Source: an optimization exercise on an open RTL-to-GDS flow (aim: small area). Production flows keep margins and buffers that such runs may drop. In this exercise RTL edits were held to simulation tests only and were not proved equivalent to the original. In every run shown here, the design's own scripts or RTL, not TritonCTS, make the clock network. The clock port is modelled as an ideal driver, which makes a skipped or thinned clock tree look cheaper than it is; a real chip needs a root buffer or a tree. Power and IR drop assume default switching activity.

**flow/design.v**
```verilog
module axi4_master
(
    input  logic          clk,
    input  logic          arst,
    input  logic          io_interrupt,
    input  logic          i_write_req,
    input  logic          i_read_req,
    input  logic [ 31:0 ] i_addr,
    input  logic [ 63:0 ] i_write_data,
    input  logic [  7:0 ] i_axi_len,
    input  logic [  2:0 ] i_axi_size,
    input  logic [  1:0 ] i_axi_burst,
    input  logic [  7:0 ] i_axi_strb,
    output logic [ 63:0 ] o_read_data,
    output logic          o_axi_done,
    output logic          o_axi_handshake,
    input  logic          i_awready,
    output logic          o_awvalid,
    output logic [  3:0 ] o_awid,
    output logic [ 31:0 ] o_awaddr,
    output logic [  7:0 ] o_awlen,
    output logic [  2:0 ] o_awsize,
    output logic [  1:0 ] o_awburst,
    input  logic          i_wready,
    output logic          o_wvalid,
    output logic [ 63:0 ] o_wdata,
    output logic [  7:0 ] o_wstrb, 
    output logic          o_wlast,
    output logic          o_bready,
    input  logic          i_bvalid,
    input  logic [  3:0 ] i_bid,
    input  logic [  1:0 ] i_bresp,
    input  logic          i_arready,
    output logic          o_arvalid,
    output logic [  3:0 ] o_arid,
    output logic [ 31:0 ] o_araddr,
    output logic [  7:0 ] o_arlen,
    output logic [  2:0 ] o_arsize,
    output logic [  1:0 ] o_arburst,
    output logic          o_rready,
    input  logic          i_rvalid,
    input  logic [  3:0 ] i_rid, 
    input  logic [  1:0 ] i_rresp,
    input  logic [ 63:0 ] i_rdata,
    input  logic          i_rlast
);
    assign o_read_data = i_rdata;
    assign o_arlen     = i_axi_len;
    assign o_arsize    = i_axi_size;
    assign o_arburst   = i_axi_burst;
    assign o_awlen     = i_axi_len;
    assign o_awsize    = i_axi_size;
    assign o_awburst   = i_axi_burst;
    assign o_wdata     = i_write_data;
    logic s_w;
    logic s_a;
    logic s_d;
    logic s_idle;
    logic s_hold;
    logic s_rlast;
    logic [ 7:0 ] s_count;
    logic [ 31:0 ] s_addr;
    assign s_idle    = ~( s_w | s_a | s_d );
    assign s_hold    = ~( s_idle & ( i_write_req | i_read_req ) );
    assign o_awvalid = s_w & s_a;
    assign o_wvalid  = s_w & s_d;
    assign o_bready  = s_w & ~s_a & ~s_d;
    assign o_arvalid = ~s_w & s_a;
    assign o_rready  = ~s_w & s_d;
    always_ff @( posedge clk, posedge arst ) begin
        if ( arst ) begin
            s_w    <= 1'b0;
            s_a    <= 1'b0;
            s_d    <= 1'b0;
            o_awid <= '0;
            o_arid <= '0;
        end
        else begin
            s_w <= ( s_idle & i_write_req ) | ( s_w & ~i_bvalid );
            s_a <= ( s_idle & ( i_write_req | i_read_req ) ) | ( s_a & ~( s_w ? i_awready : i_arready ) );
            s_d <= s_a | ( s_d & ~( ( s_count == i_axi_len ) & i_wready ) & ~s_rlast );
            o_awid <= o_awid + { 3'b0, i_bvalid };
            o_arid <= o_arid + { 3'b0, s_rlast };
        end
    end
    always_ff @( posedge clk ) begin
        o_wstrb <= ( i_axi_strb & { 8{ s_idle } } ) | ( o_wstrb & { 8{ s_hold } } );
    end
    always_ff @( posedge clk ) begin
        s_addr[ 31:8 ] <= ( i_addr[ 31:8 ] & { 24{ s_idle } } ) | ( s_addr[ 31:8 ] & { 24{ s_hold } } );
    end
    always_ff @( posedge clk ) begin
        if      ( s_idle                ) s_addr[ 7:0 ] <= i_addr[ 7:0 ];
        else if ( o_awvalid & i_awready ) s_addr[ 7:0 ] <= 8'b0;
        else                              s_addr[ 7:0 ] <= s_addr[ 7:0 ] + { 7'b0, i_wready };
    end
    assign o_awaddr = s_addr;
    assign o_araddr = s_addr;
    assign s_count  = s_addr[ 7:0 ];
    assign o_wlast = ~s_a & ( s_count == i_axi_len );
    assign o_axi_done = ( i_bvalid & ( i_bresp == 2'b0 ) ) | s_rlast;
    assign o_axi_handshake = i_wready | i_rvalid;
    always_ff @( posedge clk ) begin
        s_rlast <= i_rlast;
    end
endmodule
```
**flow/flow/run.sh**
```bash
#!/bin/bash
# Standard layout (the standard.sh) with these changes:
#  - after the standard synthesis, its combinational logic is re-mapped for area with ABC; the
#    registers stay exactly as the standard synthesis made them (reopt.sh);
#  - port buffers made from the smallest buffer cell (buf_1);
#  - after global placement the design's own cells are pulled toward the core's centre;
#  - after placement resizing, logic cells are swapped for their smallest-area variant, then
#    downsized further as long as slew, capacitance and setup keep a margin (downsize2.tcl);
#  - the clock reaches the registers through a few clock buffers, one per group of registers,
#    driven from the clock port (clkbuf.tcl), instead of TritonCTS's tree.
set -euo pipefail
export FLOW_FLOW_DIR=$PWD/flow
export BUFFER_PORTS_ARGS="-buffer_cell sky130_fd_sc_hd__buf_1"
export POST_GLOBAL_PLACE_TCL=$FLOW_FLOW_DIR/squeeze.tcl
export FLOW_SQUEEZE=0.3
export POST_RESIZE_TCL=$FLOW_FLOW_DIR/downsize.tcl
export PRE_CTS_TCL=$FLOW_FLOW_DIR/cts_hook.tcl
export POST_CTS_TCL=$FLOW_FLOW_DIR/post_cts.tcl
export FLOW_CLK_CELL=sky130_fd_sc_hd__clkbuf_8
export FLOW_CLK_K=3
bash standard.sh synth > standard_synth.log 2>&1
res=$PWD/orfs/results/sky130hd/axi4_master/base
cp $res/1_2_yosys.v $PWD/standard_synth_netlist.v
bash $FLOW_FLOW_DIR/reopt.sh $PWD/standard_synth_netlist.v $PWD/reopt_netlist.v $PWD
cp $PWD/reopt_netlist.v $res/1_2_yosys.v
rm -f $res/1_synth.odb $res/1_synth.sdc
bash standard.sh > standard.log 2>&1
```
**flow/flow/clkbuf.tcl**
```tcl
# Clock distribution: the registers' clock pins are split into K groups by position (k-means), and
# each group gets one clock buffer at its centre, driven straight from the clock port (K <= 4).
proc my_clock_tree {cell k} {
  set db [ord::get_db]
  set block [ord::get_db_block]
  set clknet [$block findNet clk]
  $clknet setSigType CLOCK
  set master [$db findMaster $cell]
  set its {}
  set xs {}
  set ys {}
  foreach it [$clknet getITerms] {
    set loc [[$it getInst] getLocation]
    lappend its $it
    lappend xs [lindex $loc 0]
    lappend ys [lindex $loc 1]
  }
  set n [llength $its]
  # initial centres: spread along the sorted x order
  set order [lsort -integer -indices $xs]
  set cxs {}; set cys {}
  for {set c 0} {$c < $k} {incr c} {
    set i [lindex $order [expr {int(($c + 0.5) * $n / $k)}]]
    lappend cxs [lindex $xs $i]; lappend cys [lindex $ys $i]
  }
  # balanced k-means: each group takes at most ceil(n/k) pins; pins whose nearest and
  # second-nearest centres differ most choose first
  set cap [expr {($n + $k - 1) / $k}]
  for {set iter 0} {$iter < 50} {incr iter} {
    set prefs {}
    for {set i 0} {$i < $n} {incr i} {
      set ds {}
      for {set c 0} {$c < $k} {incr c} {
        lappend ds [list [expr {abs([lindex $xs $i] - [lindex $cxs $c]) + abs([lindex $ys $i] - [lindex $cys $c])}] $c]
      }
      set ds [lsort -real -index 0 $ds]
      set regret [expr {$k > 1 ? [lindex $ds 1 0] - [lindex $ds 0 0] : 0}]
      lappend prefs [list $regret $i $ds]
    }
    set asg [lrepeat $n 0]
    set used [lrepeat $k 0]
    foreach p [lsort -real -decreasing -index 0 $prefs] {
      set i [lindex $p 1]
      foreach d [lindex $p 2] {
        set c [lindex $d 1]
        if {[lindex $used $c] < $cap} {
          lset asg $i $c
          lset used $c [expr {[lindex $used $c] + 1}]
          break
        }
      }
    }
    set ncx {}; set ncy {}
    for {set c 0} {$c < $k} {incr c} {
      set sx 0; set sy 0; set m 0
      for {set i 0} {$i < $n} {incr i} {
        if {[lindex $asg $i] == $c} { set sx [expr {$sx + [lindex $xs $i]}]; set sy [expr {$sy + [lindex $ys $i]}]; incr m }
      }
      if {$m == 0} { lappend ncx [lindex $cxs $c]; lappend ncy [lindex $cys $c] } else { lappend ncx [expr {$sx / $m}]; lappend ncy [expr {$sy / $m}] }
    }
    set cxs $ncx; set cys $ncy
  }
  for {set c 0} {$c < $k} {incr c} {
    set inst [odb::dbInst_create $block $master clkbuf_leaf_$c]
    set net [odb::dbNet_create $block clk_leaf_$c]
    $net setSigType CLOCK
    [$inst findITerm A] connect $clknet
    [$inst findITerm X] connect $net
    $inst setLocation [lindex $cxs $c] [lindex $cys $c]
    $inst setPlacementStatus PLACED
    set m 0
    for {set i 0} {$i < $n} {incr i} {
      if {[lindex $asg $i] == $c} { set it [lindex $its $i]; $it disconnect; $it connect $net; incr m }
    }
    puts "my_clock_tree: $cell clkbuf_leaf_$c drives $m clock pins"
  }
}
```
**flow/flow/cts_hook.tcl**
```tcl
# Build the clock distribution with my_clock_tree (clkbuf.tcl) instead of TritonCTS: cts.tcl
# calls clock_tree_synthesis, so that command is replaced here; the rest of cts.tcl (placement
# legalisation and timing repair) runs as usual.
source $::env(FLOW_FLOW_DIR)/clkbuf.tcl
rename clock_tree_synthesis my_tritoncts
proc clock_tree_synthesis {args} {
  my_clock_tree $::env(FLOW_CLK_CELL) $::env(FLOW_CLK_K)
  set_propagated_clock [all_clocks]
}
```
**flow/flow/downsize.tcl**
```tcl
# Swap each logic cell for the smallest-area cell of the same function (same name, lowest drive),
# then let repair_design fix any slew or capacitance limit this breaks.
proc my_downsize {} {
  set db [ord::get_db]
  set block [ord::get_db_block]
  set n 0
  foreach inst [$block getInsts] {
    set master [$inst getMaster]
    set name [$master getName]
    if {![regexp {^(sky130_fd_sc_hd__[a-z0-9]+)_([0-9]+)$} $name -> base drive]} { continue }
    if {[regexp {clkdly|dly|tap|fill|decap|conb|diode} $base]} { continue }
    if {[$inst isFixed]} { continue }
    set best $master
    set best_area [expr {[$master getWidth] * [$master getHeight]}]
    foreach d {0 1 2 4} {
      set m [$db findMaster ${base}_$d]
      if {$m eq "NULL" || $m eq ""} { continue }
      set a [expr {[$m getWidth] * [$m getHeight]}]
      if {$a < $best_area} { set best $m; set best_area $a }
    }
    if {$best ne $master} {
      replace_cell [$inst getName] [$best getName]
      incr n
    }
  }
  puts "my_downsize: replaced $n cells"
}
my_downsize
estimate_parasitics -placement
repair_design
report_worst_slack -max
report_worst_slack -min
source $::env(FLOW_FLOW_DIR)/downsize2.tcl
my_downsize2
```
**flow/flow/downsize2.tcl**
```tcl
# Swap cells for smaller cells of the same function while the design keeps a margin on slew,
# capacitance and setup timing; a swap that breaks the margin is undone.
proc my_margin_ok {} {
  if {[sta::max_slew_check_slack_limit] < 0.25} { return 0 }
  if {[sta::max_capacitance_check_slack_limit] < 0.25} { return 0 }
  if {[worst_slack -max] < 0.5} { return 0 }
  return 1
}
proc my_downsize2 {} {
  set db [ord::get_db]
  set block [ord::get_db_block]
  estimate_parasitics -placement
  set n 0
  set saved 0
  foreach inst [$block getInsts] {
    set master [$inst getMaster]
    if {[$master getType] ne "CORE"} { continue }
    set name [$master getName]
    if {![regexp {^(sky130_fd_sc_hd__[a-z0-9]+)_([0-9]+)$} $name -> base drive]} { continue }
    if {[regexp {^sky130_fd_sc_hd__(clkdly|dly|tap|fill|decap|conb|diode|df|edf|sdf)} $base]} { continue }
    if {[string match clkbuf_leaf_* [$inst getName]]} { continue }
    set area [expr {[$master getWidth] * [$master getHeight]}]
    set cands {}
    foreach d {0 1 2 4 6 8 12 16} {
      set m [$db findMaster ${base}_$d]
      if {$m eq "NULL" || $m eq ""} { continue }
      set a [expr {[$m getWidth] * [$m getHeight]}]
      if {$a < $area} { lappend cands [list $a $m] }
    }
    foreach c [lsort -real -index 0 $cands] {
      set m [lindex $c 1]
      replace_cell [$inst getName] [$m getName]
      if {[my_margin_ok]} {
        set saved [expr {$saved + $area - [lindex $c 0]}]
        incr n
        break
      }
      replace_cell [$inst getName] $name
    }
  }
  puts "my_downsize2: swapped $n cells, saved [expr {$saved / 1e6}] um2"
}
```
**flow/flow/post_cts.tcl**
```tcl
source $::env(FLOW_FLOW_DIR)/downsize2.tcl
my_downsize2
```
**flow/flow/reopt.sh**
```bash
#!/bin/bash
# Re-map the combinational logic of the standard synthesis netlist for area with ABC (strash; dch;
# amap). Registers are kept as they are (same instances, names and cell types): they are treated
# as black boxes, so only the logic between them is re-mapped.
# usage: reopt.sh IN.v OUT.v WORKDIR
set -euo pipefail
in=$1; out=$2; w=$3
lib=$FLOW_HOME/platforms/sky130hd/lib/sky130_fd_sc_hd__tt_025C_1v80.lib
du=""
for c in sky130_fd_sc_hd__probe_p_8 sky130_fd_sc_hd__probec_p_8 $(grep -o 'sky130_fd_sc_hd__lpflow_[a-z0-9_]*' $FLOW_HOME/platforms/sky130hd/config.mk | sort -u); do
  du="$du -dont_use $c"
done
flops=$(grep -o 'sky130_fd_sc_hd__[a-z0-9_]*' $in | sort -u | grep -E '__(df|edf|sdf|dl)' | tr '\n' ' ')
cat > $w/reopt1.ys <<EOS
read_liberty -ignore_miss_func -ignore_miss_dir $lib
read_verilog $in
hierarchy -top axi4_master
setattr -mod -set blackbox 1 $flops
flatten
opt_clean -purge
abc -liberty $lib $du -script "+strash; dch; amap"
opt_clean -purge
rename -enumerate -pattern ro_% axi4_master
select axi4_master
write_verilog -noattr -selected $w/reopt_mid.v
EOS
cat > $w/reopt2.ys <<EOS
read_liberty -lib $lib
read_verilog $w/reopt_mid.v
hierarchy -top axi4_master
splitnets
opt_clean -purge
insbuf -buf sky130_fd_sc_hd__buf_4 A X
rename -enumerate -pattern rb_%
stat -liberty $lib
check -assert -mapped
write_verilog -noattr $out
EOS
yosys -p "script $w/reopt1.ys" > $w/reopt1.log 2>&1
yosys -p "script $w/reopt2.ys" > $w/reopt2.log 2>&1
```
**flow/flow/squeeze.tcl**
```tcl
# Pull the design's own cells (not the port buffers) toward the middle of the core, so that the
# registers sit close together and a small clock tree reaches them all.
set block [ord::get_db_block]
set core [$block getCoreArea]
set cx [expr {([$core xMin] + [$core xMax]) / 2}]
set cy [expr {([$core yMin] + [$core yMax]) / 2}]
set f $::env(FLOW_SQUEEZE)
set n 0
foreach inst [$block getInsts] {
  if {[$inst isFixed]} { continue }
  if {[regexp {^(input|output)[0-9]+$} [$inst getName]]} { continue }
  if {[[$inst getMaster] getType] ne "CORE"} { continue }
  set loc [$inst getLocation]
  set x [expr {int($cx + $f * ([lindex $loc 0] - $cx))}]
  set y [expr {int($cy + $f * ([lindex $loc 1] - $cy))}]
  $inst setLocation $x $y
  incr n
}
puts "squeeze: moved $n cells by $f toward ($cx, $cy)"
```
**flow/standard.sh**
```bash
#!/bin/bash
# synth_recipe.tcl (not shown) runs the flow's synth.tcl, then flattens the netlist and writes it again
# the make line also repeats each setting of config.mk as NAME=value (left out here)
make -C /OpenROAD-flow-scripts/flow DESIGN_CONFIG=/design/flow/config.mk WORK_HOME=/design/flow/orfs CLKGATE_MAP_FILE= SYNTH_SCRIPT=/design/flow/synth_recipe.tcl "${@:-finish}"
```
**flow/config.mk**
```make
export PLATFORM = sky130hd
export DESIGN_NAME = axi4_master
export DESIGN_NICKNAME = axi4_master
export VERILOG_FILES = /design/flow/design.v
export SDC_FILE = /design/flow/constraint.sdc
export NUM_CORES = 4
export LEC_CHECK = 0
export CAP_MARGIN = 20
export CORE_AREA = 5 5 175 175
export CTS_BUF_LIST = sky130_fd_sc_hd__clkbuf_8
export DIE_AREA = 0 0 180 180
export SLEW_MARGIN = 20
```
**flow/constraint.sdc**
```tcl
create_clock -name core_clock -period 5.0 [get_ports {clk}]
set_input_delay 1.0000 -clock core_clock [delete_from_list [all_inputs] [get_ports {clk}]]
set_output_delay 1.0000 -clock core_clock [all_outputs]
set_load 0.01 [all_outputs]
```
==> results of run 1 <==
[report_power, final]
| part | switching [uW] | leakage, uW | internal [uW] |
|---|---|---|---|
| registers | 284 | 0.000475 | 631 |
| logic | 617 | 0.000487 | 378 |
| clock network | 101 | 0.0000216 | 55.8 |
[per-stage QoR]
step | total power, uW | worst slack [ns] | std cells | cell area, um^2
2_1_floorplan | 1910 | 1.06 | 414 | 3600
5_1_grt | 2210 | 1.19 | 733 | 3000
3_5_place_dp | 1950 | 1.36 | 730 | 2960
6_report | 2070 | 1.51 | 733 | 3000
3_3_place_gp | 1820 | 1.32 | 729 | 2960
[critical path: stages]
cell and delay (ns):
buf_1 0.19, clkinv_1 0.12, a221oi_1 0.29, nand3_1 0.11, nor4_1 0.56, buf_1 0.22
[flip-flops by register name, summed over array words and instances, names as in the netlist]
| signal | cells |
|---|---|
| s_rlast | 1 |
| s_a | 1 |
| o_wstrb | 8 |
| s_addr | 32 |
| o_arid | 4 |
| s_w | 1 |
| s_d | 1 |
| o_awid | 4 |
[layer usage]
layer	routed length, um	part of all wire [%]	global-route usage (%)
met4	550	3.1	2.53
met5	41	0.23	0.444
met2	9100	51	18.8
met3	2750	16	5.54
met1	5260	30	9.11
[final cells by class]
| class | instances | area (um^2) | area share, % |
|---|---|---|---|
| Buffer | 3 | 41.3 | 1.38 |
| Inverter | 15 | 56.3 | 1.88 |
| Multi-Input combinational cell | 113 | 691 | 23.0 |
| Sequential cell | 52 | 1100 | 36.5 |
| Tap cell | 384 | 480 | 16.0 |
| Timing Repair Buffer | 166 | 636 | 21.2 |
[worst paths after layout]
path,start,end,slack [ns],cells after the start
setup / recovery,i_axi_len[0],o_wlast,1.51,6
hold / removal,s_rlast$_DFF_P_,o_arid[0]$_DFF_PP0_,0.54,2
setup reg to reg,s_a$_DFF_PP0_,o_wstrb[6]$_DFF_P_,2.67,6
hold reg to reg,s_rlast$_DFF_P_,o_arid[0]$_DFF_PP0_,0.54,2
max in group asynchronous,arst,o_awid[2]$_DFF_PP0_,3.99,2
min in group asynchronous,arst,o_awid[0]$_DFF_PP0_,0.79,2
==> flow_metrics.env, run 1 <==
export IMPL_status="complete, no violations"
export IMPL_core_um2=28600
export IMPL_firstDrtPassIters=4
export IMPL_final_common_cell="buf_1"
export IMPL_yosysWarnings=1
export IMPL_route_detailed_drc=0
export IMPL_hold_class="register to register"
export IMPL_start_util_pct=12.6
export IMPL_p_leak_uw=0.000984
export IMPL_dp_hpwl_um=16300
export IMPL_required_ns=4.00
export IMPL_die_width_um=180
export IMPL_antenna_found_initial=3
export IMPL_whs_ns=0.540
export IMPL_synth_cells=414
export IMPL_detail_route_wl_per_cell_um=24.1
export IMPL_start_kind="input pin"
export IMPL_via_per_inst=3.29
export IMPL_die_height_um=180
export IMPL_critPathMaxFanout=3
export IMPL_num_vias=2415
export IMPL_num_nets_final=555
export IMPL_finalHoldViolCount=0
export IMPL_grt_usage_pct=9.91
export IMPL_drtIter0Drc=117
export IMPL_antenna_left=0
export IMPL_grt_pass1_wl_um=22300
export IMPL_drive_gt1_share_pct=1.72
export IMPL_grt_max_degree=34
export IMPL_finalSetupTns_ns=0
export IMPL_fillers=3359
export IMPL_gr_total_overflow=0
export IMPL_post_route_period_util_pct=69.9
export IMPL_critPathCaptureType="output pin"
export IMPL_finalMaxSlewViolations=0
export IMPL_fin_util_pct=10.5
export IMPL_ioPinCount=446
export IMPL_synthesis_area_um2=3600
export IMPL_layout_common_cells="buf_1, dfxtp_1, a22o_1, nor2_1, nand2_1"
export IMPL_worstSkewPairLatency_ns=0.16
export IMPL_drt_wl_total_um=17700
export IMPL_area_growth_syn_to_layout_pct=-16.6
export IMPL_n_antenna_cell=0
export IMPL_rsz0062_at_grt="no"
export IMPL_cap_violations=0
export IMPL_irDropWorstVdd_mv=0.158
export IMPL_grt_pass1_vias=2350
export IMPL_clkTransAtPathRegs_ns=0.10
export IMPL_synthesis_nets=618
export IMPL_setup_violations_final=0
export IMPL_rows=62
export IMPL_tightestPinTransition_ns=0.776
export IMPL_layout_min_cycle_time_ns=3.49
export IMPL_syn_avg_cell_area_um2=8.69
export IMPL_io_buffers=163
export IMPL_finClkSkew_ns=0.00144
export IMPL_critPathArrivalTime_ns=2.49
export IMPL_max_freq_ghz=0.286
export IMPL_critPathKind="input pin to output pin"
export IMPL_power_density_nw_per_um2=689
export IMPL_dieArea_um2=32400
export IMPL_relSlewSlack_pct=48.2
==> inputs of run 2 (changes only) <==
--- a/flow/design.v
+++ b/flow/design.v
@@ -80,5 +80,5 @@
             s_a <= ( s_idle & ( i_write_req | i_read_req ) ) | ( s_a & ~( s_w ? i_awready : i_arready ) );
-            s_d <= s_a | ( s_d & ~( ( s_count == i_axi_len ) & i_wready ) & ~s_rlast );
-            o_awid <= o_awid + { 3'b0, i_bvalid };
-            o_arid <= o_arid + { 3'b0, s_rlast };
+            s_d <= s_a | ( s_d & ~( ( s_count == 8'b0 ) & i_wready ) & ~s_rlast );
+            if ( i_bvalid ) o_awid <= o_awid + 4'b1;
+            if ( s_rlast ) o_arid <= o_arid + 4'b1;
         end
@@ -92,5 +92,4 @@
     always_ff @( posedge clk ) begin
-        if      ( s_idle                ) s_addr[ 7:0 ] <= i_addr[ 7:0 ];
-        else if ( o_awvalid & i_awready ) s_addr[ 7:0 ] <= 8'b0;
-        else                              s_addr[ 7:0 ] <= s_addr[ 7:0 ] + { 7'b0, i_wready };
+        s_addr[ 7:0 ] <= ( i_addr[ 7:0 ] & { 8{ s_idle } } ) | ( i_axi_len & { 8{ o_awvalid & i_awready } } )
+                       | ( ( s_addr[ 7:0 ] - { 7'b0, i_wready } ) & { 8{ ~s_idle & ~( o_awvalid & i_awready ) } } );
     end
@@ -99,3 +98,3 @@
     assign s_count  = s_addr[ 7:0 ];
-    assign o_wlast = ~s_a & ( s_count == i_axi_len );
+    assign o_wlast = ~s_a & ( s_count == 8'b0 );
     assign o_axi_done = ( i_bvalid & ( i_bresp == 2'b0 ) ) | s_rlast;
--- a/flow/flow/downsize2.tcl
+++ b/flow/flow/downsize2.tcl
@@ -2,6 +2,8 @@
 # capacitance and setup timing; a swap that breaks the margin is undone.
+# A swap is kept when slew and capacitance stay at least 15% below their limits (or no worse than
+# before the downsizing, if they already were closer) and setup slack stays at least 0.5 ns.
 proc my_margin_ok {} {
-  if {[sta::max_slew_check_slack_limit] < 0.25} { return 0 }
-  if {[sta::max_capacitance_check_slack_limit] < 0.25} { return 0 }
-  if {[worst_slack -max] < 0.5} { return 0 }
+  if {[sta::max_slew_check_slack_limit] < $::my_slew_thr} { return 0 }
+  if {[sta::max_capacitance_check_slack_limit] < $::my_cap_thr} { return 0 }
+  if {[worst_slack -max] < $::my_setup_thr} { return 0 }
   return 1
@@ -12,2 +14,5 @@
   estimate_parasitics -placement
+  set ::my_slew_thr [expr {min(0.15, [sta::max_slew_check_slack_limit])}]
+  set ::my_cap_thr [expr {min(0.15, [sta::max_capacitance_check_slack_limit])}]
+  set ::my_setup_thr [expr {min(0.5, [worst_slack -max])}]
   set n 0
--- a/flow/flow/reopt.sh
+++ b/flow/flow/reopt.sh
@@ -22,2 +22,3 @@
 opt_clean -purge
+rename -hide w:*.*
 rename -enumerate -pattern ro_% axi4_master
==> flow_metrics.env, run 2 <==
export IMPL_finalSetupTns_ns=0
export IMPL_finalHoldViolCount=0
export IMPL_layout_common_cells="buf_1, dfxtp_1, a22o_1, nor2_1, nand2_1"
export IMPL_hold_class="register to register"
export IMPL_num_nets_final=545
export IMPL_post_route_period_util_pct=59.6
export IMPL_start_util_pct=12.5
export IMPL_grt_pass1_wl_um=23100
export IMPL_ioPinCount=446
export IMPL_finClkSkew_ns=0.00459
export IMPL_final_common_cell="buf_1"
export IMPL_fin_area_um2=2960
export IMPL_antenna_left=0
export IMPL_cap_violations=0
export IMPL_route_detailed_drc=0
export IMPL_setup_violations_final=0
export IMPL_largest_register_ffs=32
export IMPL_critPathArrivalTime_ns=1.98
export IMPL_rsz0062_at_grt="no"
export IMPL_start_kind="register"
export IMPL_required_ns=4.00
export IMPL_wl_met2_um=8850
export IMPL_num_vias=2317
export IMPL_syn_avg_cell_area_um2=8.83
export IMPL_top_regs="s_addr (32), o_wstrb (8)"
export IMPL_yosysWarnings=1
export IMPL_worstSkewPairLatency_ns=0.16
export IMPL_via_per_inst=3.20
export IMPL_synthesis_nets=608
export IMPL_grt_pass1_vias=2381
export IMPL_placed_area_um2=2910
export IMPL_tightestPinTransition_ns=0.625
export IMPL_crit_start="s_addr[4]$_DFF_P_"
export IMPL_met1_length_um=5750
export IMPL_finalMaxSlewViolations=0
export IMPL_grt_max_degree=34
export IMPL_clkTransAtPathRegs_ns=0.10
export IMPL_critPathMaxStageDelay_ns=0.57
export IMPL_area_growth_syn_to_layout_pct=-17.1
export IMPL_n_antenna_cell=0
export IMPL_highest_signal_layer="met5"
export IMPL_crit_slowest_cell="or4_1"
export IMPL_critPathMaxFanout=6
export IMPL_drt_wl_total_um=18000
export IMPL_detail_route_wl_per_cell_um=24.9
export IMPL_fillers=3360
export IMPL_synth_cells=404
export IMPL_antenna_found_initial=3
export IMPL_gr_total_overflow=0
export IMPL_critPathCaptureType="output pin"
export IMPL_dieArea_um2=32400
export IMPL_largest_register="s_addr"
export IMPL_dr_wl_met3_um=2590
export IMPL_worstHoldStart="s_rlast$_DFF_P_"
export IMPL_grt_usage_pct=10.3
export IMPL_firstDrtPassIters=4
export IMPL_io_buffers=163
export IMPL_max_freq_ghz=0.336
export IMPL_reg2reg_setup_slack_ns=2.72
export IMPL_synthesis_area_um2=3570
export IMPL_critPathKind="register to output pin"
export IMPL_die_width_um=180
export IMPL_layout_min_cycle_time_ns=2.98
export IMPL_crit_chain="or4_1 -> or3_1 -> nor3_1 -> buf_1"
export IMPL_die_height_um=180
export IMPL_power_density_nw_per_um2=686
export IMPL_status="complete, no violations"
export IMPL_whs_ns=0.535
export IMPL_rows=62
export IMPL_core_um2=28600
export IMPL_p_leak_uw=0.000964
export IMPL_drive_gt1_share_pct=1.47
export IMPL_irDropWorstVdd_mv=0.159
export IMPL_dp_hpwl_um=16600
export IMPL_r2r_start="s_w$_DFF_PP0_"
export IMPL_final_cells=723
export IMPL_drtIter0Drc=105
export IMPL_numPlacedInstances=720
export IMPL_relSlewSlack_pct=58.3
-- run 2: per-layer routing --
layer | track usage (%) | vias to the layer above
met2 | 18.5 | 227
met1 | 9.58 | 1049
met3 | 6.10 | 66
met5 | 0.444 | -
li1 | - | 967
met4 | 3.47 | 8
-- run 2: worst max-delay path, delay by kind of cell, from the launching register on --
kind	cells	cell delay, ns
buffers and inverters	1	0.29
DFF	1	0.38
and+or+nand+nor	3	1.15
-- run 2: final timing paths --
kind                       depth (start not counted)                     to
min reg2reg                                        1          s_d$_DFF_PP0_
min in group asynchronous                          2  o_awid[3]$_DFFE_PP0P_
max reg2reg                                        5     s_addr[22]$_DFF_P_
min                                                1          s_d$_DFF_PP0_
max in group asynchronous                          2          s_a$_DFF_PP0_
max                                                4                o_wlast
-- run 2: metrics by stage --
| step | utilization (%) | total power, uW | worst slack [ns] |
|---|---|---|---|
| floorplan | - | 1900 | 1.24 |
| global placement | 10.3 | 1810 | 2.23 |
| detailed placement | 10.2 | 1920 | 2.07 |
| global route | 10.3 | 2190 | 1.88 |
| finish | 10.3 | 2030 | 2.02 |
-- run 2: area by class of cell --
cell class	count	area, um^2	share of cell area (%)
Timing Repair Buffer	166	626	21.2
Buffer	3	41.3	1.40
Inverter	10	37.5	1.27
Multi-Input combinational cell	108	677	22.9
Sequential cell	52	1100	37.1
Tap cell	384	480	16.2
-- run 2: report_power, final --
group,internal (uW),leakage (uW),total (uW),switching [uW]
Clock,55.7,0.0000216,154,97.9
Sequential,631,0.000475,925,293
Combinational,366,0.000468,951,585
Total,1050,0.000964,2030,977
==> inputs of run 3 (changes only) <==
--- a/flow/flow/reopt.sh
+++ b/flow/flow/reopt.sh
@@ -1,4 +1,3 @@
 #!/bin/bash
-# Re-map the combinational logic of the standard synthesis netlist for area with ABC (strash; dch;
-# amap). Registers are kept as they are (same instances, names and cell types): they are treated
+# Re-map the combinational logic of the standard synthesis netlist for area with ABC. Registers are kept as they are (same instances, names and cell types): they are treated
 # as black boxes, so only the logic between them is re-mapped.
@@ -13,3 +12,10 @@
 flops=$(grep -o 'sky130_fd_sc_hd__[a-z0-9_]*' $in | sort -u | grep -E '__(df|edf|sdf|dl)' | tr '\n' ' ')
-cat > $w/reopt1.ys <<EOS
+# Several ABC scripts are tried; the one giving the smallest cell area is kept.
+best=""
+best_area=""
+i=0
+for script in "strash; dch; amap" "strash; dc2; dc2; dch; amap" "strash; dch; amap; strash; dch; amap" \
+              "strash; &get -n; &dc2; &dch; &nf -a; &put" "strash; dch; map -a; amap"; do
+  i=$((i+1))
+  cat > $w/reopt1_$i.ys <<EOS
 read_liberty -ignore_miss_func -ignore_miss_dir $lib
@@ -20,3 +26,3 @@
 opt_clean -purge
-abc -liberty $lib $du -script "+strash; dch; amap"
+abc -liberty $lib $du -script "+$script"
 opt_clean -purge
@@ -24,5 +30,16 @@
 rename -enumerate -pattern ro_% axi4_master
+stat -liberty $lib
 select axi4_master
-write_verilog -noattr -selected $w/reopt_mid.v
+write_verilog -noattr -selected $w/reopt_mid_$i.v
 EOS
+  if yosys -p "script $w/reopt1_$i.ys" > $w/reopt1_$i.log 2>&1; then
+    a=$(grep 'Chip area for module' $w/reopt1_$i.log | tail -1 | awk '{print $NF}')
+    echo "reopt: script $i ($script): area $a" >> $w/reopt_choice.log
+    if [[ -z "$best_area" ]] || python3 -c "import sys; sys.exit(0 if $a < $best_area else 1)"; then
+      best=$i; best_area=$a
+    fi
+  fi
+done
+echo "reopt: using script $best" >> $w/reopt_choice.log
+cp $w/reopt_mid_$best.v $w/reopt_mid.v
 cat > $w/reopt2.ys <<EOS
@@ -39,3 +56,2 @@
 EOS
-yosys -p "script $w/reopt1.ys" > $w/reopt1.log 2>&1
 yosys -p "script $w/reopt2.ys" > $w/reopt2.log 2>&1
==> flow_metrics.env, run 3 <==
export IMPL_worstSkewPairLatency_ns=0.16
export IMPL_largest_register_ffs=32
export IMPL_drt_wl_total_um=17700
export IMPL_crit_family="simple AND/OR/NAND/NOR gates"
export IMPL_finalHoldViolCount=0
export IMPL_ioPinCount=446
export IMPL_synth_cells=401
export IMPL_ff_latch_area_um2=1100
export IMPL_finalWorstSetupSlack_ns=2.03
export IMPL_layout_min_cycle_time_ns=2.97
export IMPL_final_common_cell="buf_1"
export IMPL_grt_usage_pct=10.0
export IMPL_n_antenna_cell=0
export IMPL_critPathKind="register to output pin"
export IMPL_post_route_period_util_pct=59.5
export IMPL_setup_violations_final=0
export IMPL_power_uw=2020
export IMPL_start_util_pct=12.4
export IMPL_top_regs="s_addr (32), o_wstrb (8)"
export IMPL_path_buf_inv=1
export IMPL_p_leak_uw=0.000954
export IMPL_drive_gt1_share_pct=1.49
export IMPL_grt_pass1_vias=2326
export IMPL_yosysWarnings=1
export IMPL_power_density_nw_per_um2=685
export IMPL_synthesis_nets=605
export IMPL_r2r_start="s_w$_DFF_PP0_"
export IMPL_whs_ns=0.520
export IMPL_hold_class="register to register"
export IMPL_max_freq_ghz=0.336
export IMPL_critPathMaxStageDelay_ns=0.58
export IMPL_required_ns=4.00
export IMPL_num_nets_final=541
export IMPL_via_per_inst=3.22
export IMPL_core_um2=28600
export IMPL_crit_slowest_cell="or4_1"
export IMPL_die_width_um=180
export IMPL_cap_violations=0
export IMPL_firstDrtPassIters=4
export IMPL_finClkSkew_ns=0.0121
export IMPL_pre_cts_ws_ns=1.97
export IMPL_route_detailed_drc=0
export IMPL_grt_pass1_wl_um=22700
export IMPL_relSlewSlack_pct=49.9
export IMPL_status="complete, no violations"
export IMPL_rsz0062_at_grt="no"
export IMPL_largest_register="s_addr"
export IMPL_clkTransAtPathRegs_ns=0.11
export IMPL_dp_hpwl_um=16200
export IMPL_finalMaxSlewViolations=0
export IMPL_multiInputGateArea_um2=656
export IMPL_layout_common_cells="buf_1, dfxtp_1, a22o_1, nor2_1, clkinv_1"
export IMPL_syn_avg_cell_area_um2=8.87
export IMPL_die_height_um=180
export IMPL_critPathArrivalTime_ns=1.97
export IMPL_crit_start="s_addr[2]$_DFF_P_"
export IMPL_critPathMaxFanout=5
export IMPL_irDropWorstVdd_mv=0.155
export IMPL_finalSetupTns_ns=0
export IMPL_dieArea_um2=32400
export IMPL_worstHoldStart="s_rlast$_DFF_P_"
export IMPL_gr_total_overflow=0
export IMPL_area_growth_syn_to_layout_pct=-17.2
export IMPL_critPathCaptureType="output pin"
export IMPL_antenna_left=0
export IMPL_crit_chain="or4_1 -> or3_1 -> nor4_1 -> buf_1"
export IMPL_fillers=3350
export IMPL_drtIter0Drc=97
export IMPL_rows=62
export IMPL_antenna_found_initial=1
export IMPL_num_vias=2314
export IMPL_synthesis_area_um2=3560
export IMPL_io_buffers=163
export IMPL_tightestPinTransition_ns=0.751
export IMPL_start_kind="register"
export IMPL_grt_max_degree=41
export IMPL_detail_route_wl_per_cell_um=24.6
## run 3: cell types whose count changed in the layout (fill, tap and decap cells not counted), moves of 2 or more
| cell | previous run | this run |
|---|---|---|
| a22oi_1 | 4 | 7 |
| clkinv_1 | 10 | 13 |
| or2_0 | 4 | 2 |
| o211ai_1 | 2 | 0 |
| and2_0 | 2 | 0 |
| nand2_1 | 13 | 7 |
| nor2b_1 | 0 | 2 |
| nor3_1 | 4 | 2 |
## run 3: per-layer routing
layer	vias to the layer above	track usage [%]	part of all wire [%]	wire (um)
met5	-	0.444	0.051	9
met4	2	3.02	3.8	675
met3	62	5.42	15	2600
met2	251	18.3	50	8840
met1	1046	9.70	31	5550
li1	953	-	-	-
## run 3: path summary, 6_finish.rpt
| kind | endpoint | slack (ns) | cells past startpoint |
|---|---|---|---|
| setup / recovery | o_wlast | 2.03 | 4 |
| hold / removal | s_d$_DFF_PP0_ | 0.52 | 1 |
| setup reg to reg | s_addr[7]$_DFF_P_ | 2.55 | 5 |
| hold reg to reg | s_d$_DFF_PP0_ | 0.52 | 1 |
| max in group asynchronous | o_arid[3]$_DFFE_PP0P_ | 3.99 | 2 |
| min in group asynchronous | s_a$_DFF_PP0_ | 0.79 | 2 |
## run 3: report_power, final
| group | internal (uW) | switching [uW] |
|---|---|---|
| Clock | 55.8 | 102 |
| Combinational | 362 | 585 |
| Sequential | 631 | 281 |
| Total | 1050 | 968 |
## run 3: through the flow
| stage | util, % | instances | area, um^2 |
|---|---|---|---|
| after detailed placement | 10.1 | 716 | 2900 |
| after global placement | 10.2 | 716 | 2920 |
| after floorplan | - | 401 | 3560 |
| after global routing | 10.3 | 719 | 2940 |
| final | 10.3 | 719 | 2940 |
## run 3: area by class of cell
class	count	share of cell area, %
Tap cell	384	16.3
Buffer	3	1.40
Inverter	13	1.66
Multi-Input combinational cell	102	22.3
Timing Repair Buffer	165	21.1
Sequential cell	52	37.2
## run 3: worst reg2reg max path, stage by stage, from the launching register on
cell and delay [ns]:
dfrtp_1 0.45, nor3_1 0.42, clkbuf_2 0.68, or2_0 0.42
a211oi_1 0.11, a221o_1 0.27
==> inputs of run 4 (changes only) <==
--- a/flow/flow/reopt.sh
+++ b/flow/flow/reopt.sh
@@ -1,4 +1,5 @@
 #!/bin/bash
-# Re-map the combinational logic of the standard synthesis netlist for area with ABC. Registers are kept as they are (same instances, names and cell types): they are treated
-# as black boxes, so only the logic between them is re-mapped.
+# Re-map the combinational logic of the standard synthesis netlist for area with ABC. Registers
+# are kept as they are (same instances, names and cell types): they are treated as black boxes,
+# so only the logic between them is re-mapped.
 # usage: reopt.sh IN.v OUT.v WORKDIR
--- a/flow/config.mk
+++ b/flow/config.mk
@@ -7,3 +7,3 @@
 export LEC_CHECK = 0
-export CAP_MARGIN = 20
+export CAP_MARGIN = 0
 export CORE_AREA = 5 5 175 175
@@ -11,2 +11,2 @@
 export DIE_AREA = 0 0 180 180
-export SLEW_MARGIN = 20
+export SLEW_MARGIN = 0
==> flow_metrics.env, run 4 <==
export IMPL_hold_depth=1
export IMPL_layout_common_cells="buf_1, dfxtp_1, a22o_1, nor2_1, clkinv_1"
export IMPL_required_ns=4.00
export IMPL_largest_register="s_addr"
export IMPL_firstDrtPassIters=4
export IMPL_core_um2=28600
export IMPL_placed_area_um2=2900
export IMPL_reg2regPathDepth=5
export IMPL_start_util_pct=12.4
export IMPL_synthesis_nets=605
export IMPL_irDropWorstVdd_mv=0.156
export IMPL_drt_wl_total_um=17700
export IMPL_synthesis_area_um2=3560
export IMPL_grt_usage_pct=10.0
export IMPL_via_per_inst=3.21
export IMPL_hold_class="register to register"
export IMPL_max_freq_ghz=0.336
export IMPL_ioPinCount=446
export IMPL_num_vias=2309
export IMPL_grt_max_degree=41
export IMPL_critPathCaptureType="output pin"
export IMPL_die_width_um=180
export IMPL_power_density_nw_per_um2=686
export IMPL_syn_avg_cell_area_um2=8.87
export IMPL_largest_register_ffs=32
export IMPL_gr_total_overflow=0
export IMPL_antenna_left=0
export IMPL_critPathMaxFanout=5
export IMPL_finClkSkew_ns=0.0120
export IMPL_synth_cells=401
export IMPL_cap_violations=0
export IMPL_die_height_um=180
export IMPL_grt_pass1_wl_um=22700
export IMPL_finalMaxSlewViolations=0
export IMPL_whs_ns=0.520
export IMPL_status="complete, no violations"
export IMPL_fin_area_um2=2940
export IMPL_critPathArrivalTime_ns=1.97
export IMPL_n_antenna_cell=0
export IMPL_setup_violations_final=0
export IMPL_relSlewSlack_pct=10.1
export IMPL_p_leak_uw=0.000951
export IMPL_layout_min_cycle_time_ns=2.97
export IMPL_drtIter0Drc=83
export IMPL_critPathKind="register to output pin"
export IMPL_drive_gt1_share_pct=1.19
export IMPL_rows=62
export IMPL_rsz0062_at_grt="no"
export IMPL_num_nets_final=541
export IMPL_top_regs="s_addr (32), o_wstrb (8)"
export IMPL_post_route_period_util_pct=59.5
export IMPL_finalHoldViolCount=0
export IMPL_final_common_cell="buf_1"
export IMPL_grt_pass1_vias=2326
export IMPL_start_kind="register"
export IMPL_clkTransAtPathRegs_ns=0.11
export IMPL_io_buffers=163
export IMPL_yosysWarnings=1
export IMPL_route_detailed_drc=0
export IMPL_area_growth_syn_to_layout_pct=-17.3
export IMPL_finalSetupTns_ns=0
export IMPL_dieArea_um2=32400
export IMPL_antenna_found_initial=1
export IMPL_worstSkewPairLatency_ns=0.16
export IMPL_dp_hpwl_um=16200
export IMPL_tightestPinTransition_ns=1.35
export IMPL_detail_route_wl_per_cell_um=24.6
[run 4: layout make-up]
class | count | area (um^2)
fillers | 3349 | 25700
flip-flops and latches | 52 | 1100
multi-input cells | 102 | 656
repair buffers | 165 | 621
well taps | 384 | 480
inverters | 13 | 48.8
plain buffers | 3 | 41.3
[run 4: metrics by stage]
stage / total power [uW] / instances / utilization [%] / setup WS (ns)
finish: 2020 / 719 / 10.3 / 2.03
global route: 2180 / 719 / 10.3 / 1.81
detailed placement: 1910 / 716 / 10.1 / 1.97
global placement: 1800 / 716 / 10.2 / 2.22
floorplan: 1890 / 401 / - / 1.26
[run 4: routing by layer]
layer	GRT usage [%]	wire (um)
met2	18.3	8840
met4	3.02	675
met1	9.70	5640
met3	5.42	2530
met5	0.444	9
[run 4: worst paths after layout]
check / start / to / slack, ns
setup reg to reg: s_w$_DFF_PP0_ / s_addr[7]$_DFF_P_ / 2.53
hold reg to reg: s_rlast$_DFF_P_ / s_d$_DFF_PP0_ / 0.52
setup / recovery: s_addr[2]$_DFF_P_ / o_wlast / 2.03
min in group asynchronous: arst / s_a$_DFF_PP0_ / 0.79
max in group asynchronous: arst / o_arid[3]$_DFFE_PP0P_ / 3.99
hold / removal: s_rlast$_DFF_P_ / s_d$_DFF_PP0_ / 0.52
[run 4: power by group]
group	internal (uW)	total [uW]	switching, uW
logic	361	948	587
clock network	55.8	158	102
registers	631	914	283
total	1050	2020	972
[run 4: critical path: stages, from the launching register on]
cell and delay (ns):
dfxtp_1 0.38, or4_1 0.58, or3_1 0.40, nor4_1 0.17, buf_1 0.27
==> inputs of run 5 (changes only) <==
--- a/flow/config.mk
+++ b/flow/config.mk
@@ -7,3 +7,3 @@
 export LEC_CHECK = 0
-export CAP_MARGIN = 0
+export CAP_MARGIN = 20
 export CORE_AREA = 5 5 175 175
@@ -11,2 +11,2 @@
 export DIE_AREA = 0 0 180 180
-export SLEW_MARGIN = 0
+export SLEW_MARGIN = 20
==> flow_metrics.env, run 5 <==
export IMPL_status="complete, no violations"
export IMPL_num_nets_final=541
export IMPL_largest_register_ffs=32
export IMPL_grtUsageMet1_pct=9.70
export IMPL_setup_violations_final=0
export IMPL_crit_family="simple AND/OR/NAND/NOR gates"
export IMPL_n_antenna_cell=0
export IMPL_detail_route_wl_per_cell_um=24.6
export IMPL_max_freq_ghz=0.336
export IMPL_syn_avg_cell_area_um2=8.87
export IMPL_grt_pass1_vias=2326
export IMPL_critPathArrivalTime_ns=1.97
export IMPL_critPathCaptureType="output pin"
export IMPL_io_buffers=163
export IMPL_route_detailed_drc=0
export IMPL_reg2regPathDepth=5
export IMPL_use_met3_pct=5.42
export IMPL_die_height_um=180
export IMPL_clkTransAtPathRegs_ns=0.11
export IMPL_grt_usage_pct=10.0
export IMPL_dieArea_um2=32400
export IMPL_ioPinCount=446
export IMPL_die_width_um=180
export IMPL_synthesis_nets=605
export IMPL_critPathKind="register to output pin"
export IMPL_hold_class="register to register"
export IMPL_tightestPinTransition_ns=0.751
export IMPL_required_ns=4.00
export IMPL_relSlewSlack_pct=49.9
export IMPL_core_um2=28600
export IMPL_r2r_start="s_w$_DFF_PP0_"
export IMPL_p_leak_uw=0.000954
export IMPL_top_usage_layer="met2"
export IMPL_drt_wl_total_um=17700
export IMPL_dp_hpwl_um=16200
export IMPL_largest_register="s_addr"
export IMPL_layout_min_cycle_time_ns=2.97
export IMPL_crit_slowest_cell="or4_1"
export IMPL_synthesis_area_um2=3560
export IMPL_synth_cells=401
export IMPL_crit_start="s_addr[2]$_DFF_P_"
export IMPL_rows=62
export IMPL_hold_depth=1
export IMPL_via_per_inst=3.22
export IMPL_finalMaxSlewViolations=0
export IMPL_power_uw=2020
export IMPL_final_common_cell="buf_1"
export IMPL_grt_pass1_wl_um=22700
export IMPL_top_regs="s_addr (32), o_wstrb (8)"
export IMPL_pre_cts_ws_ns=1.97
export IMPL_cap_violations=0
export IMPL_final_cells=719
export IMPL_crit_chain="or4_1 -> or3_1 -> nor4_1 -> buf_1"
export IMPL_whs_ns=0.520
export IMPL_gr_total_overflow=0
export IMPL_numPlacedInstances=716
export IMPL_num_vias=2314
export IMPL_finalSetupTns_ns=0
export IMPL_power_density_nw_per_um2=685
export IMPL_antenna_found_initial=1
export IMPL_firstDrtPassIters=4
export IMPL_critPathMaxFanout=5
export IMPL_grtUsageMet2_pct=18.3
export IMPL_drtIter0Drc=97
export IMPL_critPathMaxStageDelay_ns=0.58
export IMPL_finClkSkew_ns=0.0121
export IMPL_irDropWorstVdd_mv=0.155
export IMPL_area_growth_syn_to_layout_pct=-17.2
export IMPL_rsz0062_at_grt="no"
export IMPL_worstHoldStart="s_rlast$_DFF_P_"
export IMPL_yosysWarnings=1
export IMPL_layout_common_cells="buf_1, dfxtp_1, a22o_1, nor2_1, clkinv_1"
export IMPL_finalHoldViolCount=0
export IMPL_drive_gt1_share_pct=1.49
export IMPL_start_util_pct=12.4
export IMPL_finalWorstSetupSlack_ns=2.03
export IMPL_start_kind="register"
export IMPL_antenna_left=0
export IMPL_grt_max_degree=41
export IMPL_path_buf_inv=1
export IMPL_cp_depth=4
export IMPL_post_route_period_util_pct=59.5
export IMPL_worstSkewPairLatency_ns=0.16
==> run 5: worst paths after layout <==
kind | end | slack, ns
worst min register to register | s_d$_DFF_PP0_ | 0.52
min in group asynchronous | s_a$_DFF_PP0_ | 0.79
worst min-delay path | s_d$_DFF_PP0_ | 0.52
max in group asynchronous | o_arid[3]$_DFFE_PP0P_ | 3.99
worst max register to register | s_addr[7]$_DFF_P_ | 2.55
worst max-delay path | o_wlast | 2.03
==> run 5: metal layers <==
layer / part of all wire [%] / vias to the layer above
li1: - / 953
met1: 31 / 1046
met2: 50 / 251
met3: 15 / 62
met4: 3.8 / 2
met5: 0.051 / -
==> run 5: stage by stage <==
step	cell area [um^2]	util, %
finish	2940	10.3
global route	2940	10.3
global placement	2920	10.2
floorplan	3560	-
detailed placement	2900	10.1
==> run 5: area by class of cell <==
class	instances	area, um^2
Fill cell	3350	25700
Sequential cell	52	1100
Multi-Input combinational cell	102	656
Timing Repair Buffer	165	622
Tap cell	384	480
Inverter	13	48.8
Buffer	3	41.3
==> run 5: power breakdown <==
group          leakage [uW]  switching [uW]  internal [uW]
sequential         0.000475             281            631
combinational      0.000458             585            362
clock             0.0000216             102           55.8
total              0.000954             968           1050
==> run 5: worst reg2reg max path: cells and delay by family (launching register included) <==
kind | cells | cell delay [ns]
and+or+nand+nor | 2 | 0.84
AOI/OAI and AO/OA | 2 | 0.38
DFF | 1 | 0.45
buffers and inverters | 1 | 0.68
==> inputs of run 6 (changes only) <==
--- a/flow/design.v
+++ b/flow/design.v
@@ -81,3 +81,3 @@
             s_d <= s_a | ( s_d & ~( ( s_count == 8'b0 ) & i_wready ) & ~s_rlast );
-            if ( i_bvalid ) o_awid <= o_awid + 4'b1;
+            if ( o_bready & i_bvalid ) o_awid <= o_awid + 4'b1;
             if ( s_rlast ) o_arid <= o_arid + 4'b1;
@@ -99,4 +99,4 @@
     assign o_wlast = ~s_a & ( s_count == 8'b0 );
-    assign o_axi_done = ( i_bvalid & ( i_bresp == 2'b0 ) ) | s_rlast;
-    assign o_axi_handshake = i_wready | i_rvalid;
+    assign o_axi_done = ( i_bvalid & ( i_bresp == 2'b0 ) & o_bready ) | s_rlast;
+    assign o_axi_handshake = ( i_wready & o_wvalid ) | ( o_rready & i_rvalid );
     always_ff @( posedge clk ) begin
==> flow_metrics.env, run 6 <==
export IMPL_status="complete, no violations"
export IMPL_drt_wl_total_um=16800
export IMPL_dieArea_um2=32400
export IMPL_critPathMaxFanout=3
export IMPL_drive_gt1_share_pct=1.47
export IMPL_critPathCaptureType="register"
export IMPL_tightestPinTransition_ns=0.972
export IMPL_route_detailed_drc=0
export IMPL_cap_violations=0
export IMPL_start_kind="input pin"
export IMPL_finalSetupTns_ns=0
export IMPL_multiInputGateArea_um2=664
export IMPL_antenna_found_initial=0
export IMPL_drtIter0Drc=86
export IMPL_worstSkewPairLatency_ns=0.16
export IMPL_top_regs="s_addr (32), o_wstrb (8)"
export IMPL_gr_total_overflow=0
export IMPL_finalHoldViolCount=0
export IMPL_grt_pass1_vias=2386
export IMPL_largest_register="s_addr"
export IMPL_finClkSkew_ns=0.0128
export IMPL_relSlewSlack_pct=34.7
export IMPL_crit_start="i_wready"
export IMPL_area_growth_syn_to_layout_pct=-17.2
export IMPL_r2r_start="s_d$_DFF_PP0_"
export IMPL_largest_register_ffs=32
export IMPL_start_util_pct=12.5
export IMPL_firstDrtPassIters=4
export IMPL_dp_hpwl_um=15400
export IMPL_die_width_um=180
export IMPL_n_antenna_cell=0
export IMPL_hold_class="register to register"
export IMPL_post_route_period_util_pct=61.2
export IMPL_ioPinCount=446
export IMPL_grt_max_degree=37
export IMPL_num_vias=2317
export IMPL_layout_common_cells="buf_1, dfxtp_1, a22o_1, nor2_1, clkinv_1"
export IMPL_worstHoldStart="o_arid[3]$_DFFE_PP0P_"
export IMPL_io_buffers=163
export IMPL_ff_latch_area_um2=1100
export IMPL_detail_route_wl_per_cell_um=23.2
export IMPL_yosysWarnings=1
export IMPL_syn_avg_cell_area_um2=8.81
export IMPL_synth_cells=405
export IMPL_required_ns=5.07
export IMPL_rsz0062_at_grt="no"
export IMPL_power_density_nw_per_um2=690
export IMPL_grt_pass1_wl_um=21600
export IMPL_rows=62
export IMPL_critPathArrivalTime_ns=3.12
export IMPL_core_um2=28600
export IMPL_die_height_um=180
export IMPL_irDropWorstVdd_mv=0.140
export IMPL_layout_min_cycle_time_ns=3.06
export IMPL_final_cells=723
export IMPL_critPathKind="input pin to register"
export IMPL_num_nets_final=545
export IMPL_synthesis_nets=609
export IMPL_p_leak_uw=0.000971
export IMPL_max_freq_ghz=0.327
export IMPL_synthesis_area_um2=3570
export IMPL_numPlacedInstances=720
export IMPL_grt_usage_pct=9.48
export IMPL_fillers=3324
export IMPL_final_common_cell="buf_1"
export IMPL_finalMaxSlewViolations=0
export IMPL_clkTransAtPathRegs_ns=0.11
export IMPL_setup_violations_final=0
export IMPL_via_per_inst=3.20
export IMPL_antenna_left=0
run 6: worst max-delay path, cell delays in order:
cell and delay [ns]:
buf_1 0.19, clkinv_1 0.16, nor2_1 0.19, clkinv_1 0.10, nor2_1 0.16, clkinv_1 0.11
nor2_1 0.19, nand2_1 0.13, nor2_1 0.17, clkinv_1 0.13, nor2_1 0.21, a211oi_1 0.11
a221o_1 0.27
run 6: final cells by class:
cell class	count	area share (%)
Tap cell	384	16.3
Buffer	3	1.40
Inverter	14	1.78
Timing Repair Buffer	165	21.0
Sequential cell	52	37.1
Multi-Input combinational cell	105	22.5
run 6: worst paths after layout:
| check | end | slack [ns] | cells past startpoint |
|---|---|---|---|
| max | s_addr[7]$_DFF_P_ | 1.94 | 13 |
| min | o_arid[3]$_DFFE_PP0P_ | 0.52 | 1 |
| max reg2reg | s_addr[21]$_DFF_P_ | 2.46 | 4 |
| min reg2reg | o_arid[3]$_DFFE_PP0P_ | 0.52 | 1 |
| max in group asynchronous | o_arid[3]$_DFFE_PP0P_ | 4.00 | 2 |
| min in group asynchronous | o_arid[2]$_DFFE_PP0P_ | 0.78 | 2 |
run 6: metrics by stage:
step | hold slack [ns] | area, um^2 | worst slack [ns] | util [%] | total power, uW
after detailed placement | 0.516 | 2910 | 1.76 | 10.2 | 1930
after floorplan | 0.441 | 3570 | 1.28 | - | 1910
after global placement | 0.451 | 2940 | 1.88 | 10.3 | 1800
after global routing | 0.556 | 2960 | 1.60 | 10.3 | 2200
final | 0.519 | 2960 | 1.94 | 10.3 | 2040
run 6: layer usage:
| metal | global-route usage, % | vias up | part of all wire [%] |
|---|---|---|---|
| li1 | - | 964 | - |
| met1 | 9.18 | 1049 | 33 |
| met2 | 17.3 | 228 | 49 |
| met3 | 4.73 | 74 | 13 |
| met4 | 3.44 | 2 | 4.3 |
| met5 | 0.889 | - | 0.24 |
run 6: power breakdown:
| part | switching, uW | internal, uW | total (uW) |
|---|---|---|---|
| sequential | 276 | 634 | 911 |
| combinational | 606 | 366 | 973 |
| clock | 102 | 55.8 | 157 |

port drivers added, routing unchanged:
In the flow no input, the clock included, has a driving cell. The finished layouts below were timed again as built, in two steps. Step 1 (the two cells are an assumption about what drives the block):
set clk [get_ports {clk}]
set_driving_cell -lib_cell sky130_fd_sc_hd__clkbuf_16 $clk
set_driving_cell -lib_cell sky130_fd_sc_hd__buf_2 [delete_from_list [all_inputs] $clk]
Step 2, shift: input delay + t, output delay - t, t = (earliest + latest rising clock arrival at the registers) / 2. This alone moves slack from input paths to output paths. Slacks: ideal / step 1 / step 2; pairs: ideal / step 1.
| run | shift t [ns] | setup slack, ns | hold slack, ns | worst setup path after step 2 | worst data-port slew with drivers (ns) |
|---|---|---|---|---|---|
| run 1 | 0.211 | 1.506 / 1.475 / 1.475 | 0.540 / 0.540 / 0.540 | input to output | 0.17 |
| run 2 | 0.208 | 2.020 / 1.967 / 2.175 | 0.535 / 0.535 / 0.535 | register to output | 0.15 |
| run 3 | 0.214 | 2.027 / 1.971 / 2.093 | 0.520 / 0.520 / 0.520 | input to output | 0.17 |
| run 4 | 0.214 | 2.027 / 1.971 / 2.093 | 0.520 / 0.520 / 0.520 | input to output | 0.17 |
| run 5 | 0.214 | 2.027 / 1.971 / 2.093 | 0.520 / 0.520 / 0.520 | input to output | 0.17 |
| run 6 | 0.213 | 1.942 / 1.975 / 1.761 | 0.519 / 0.519 / 0.519 | input to register | 0.16 |
After both steps every run listed still meets setup and hold. For run 6, which loses most, drivers alone change the setup slack by +0.033 ns; drivers and shift together by -0.181 ns.
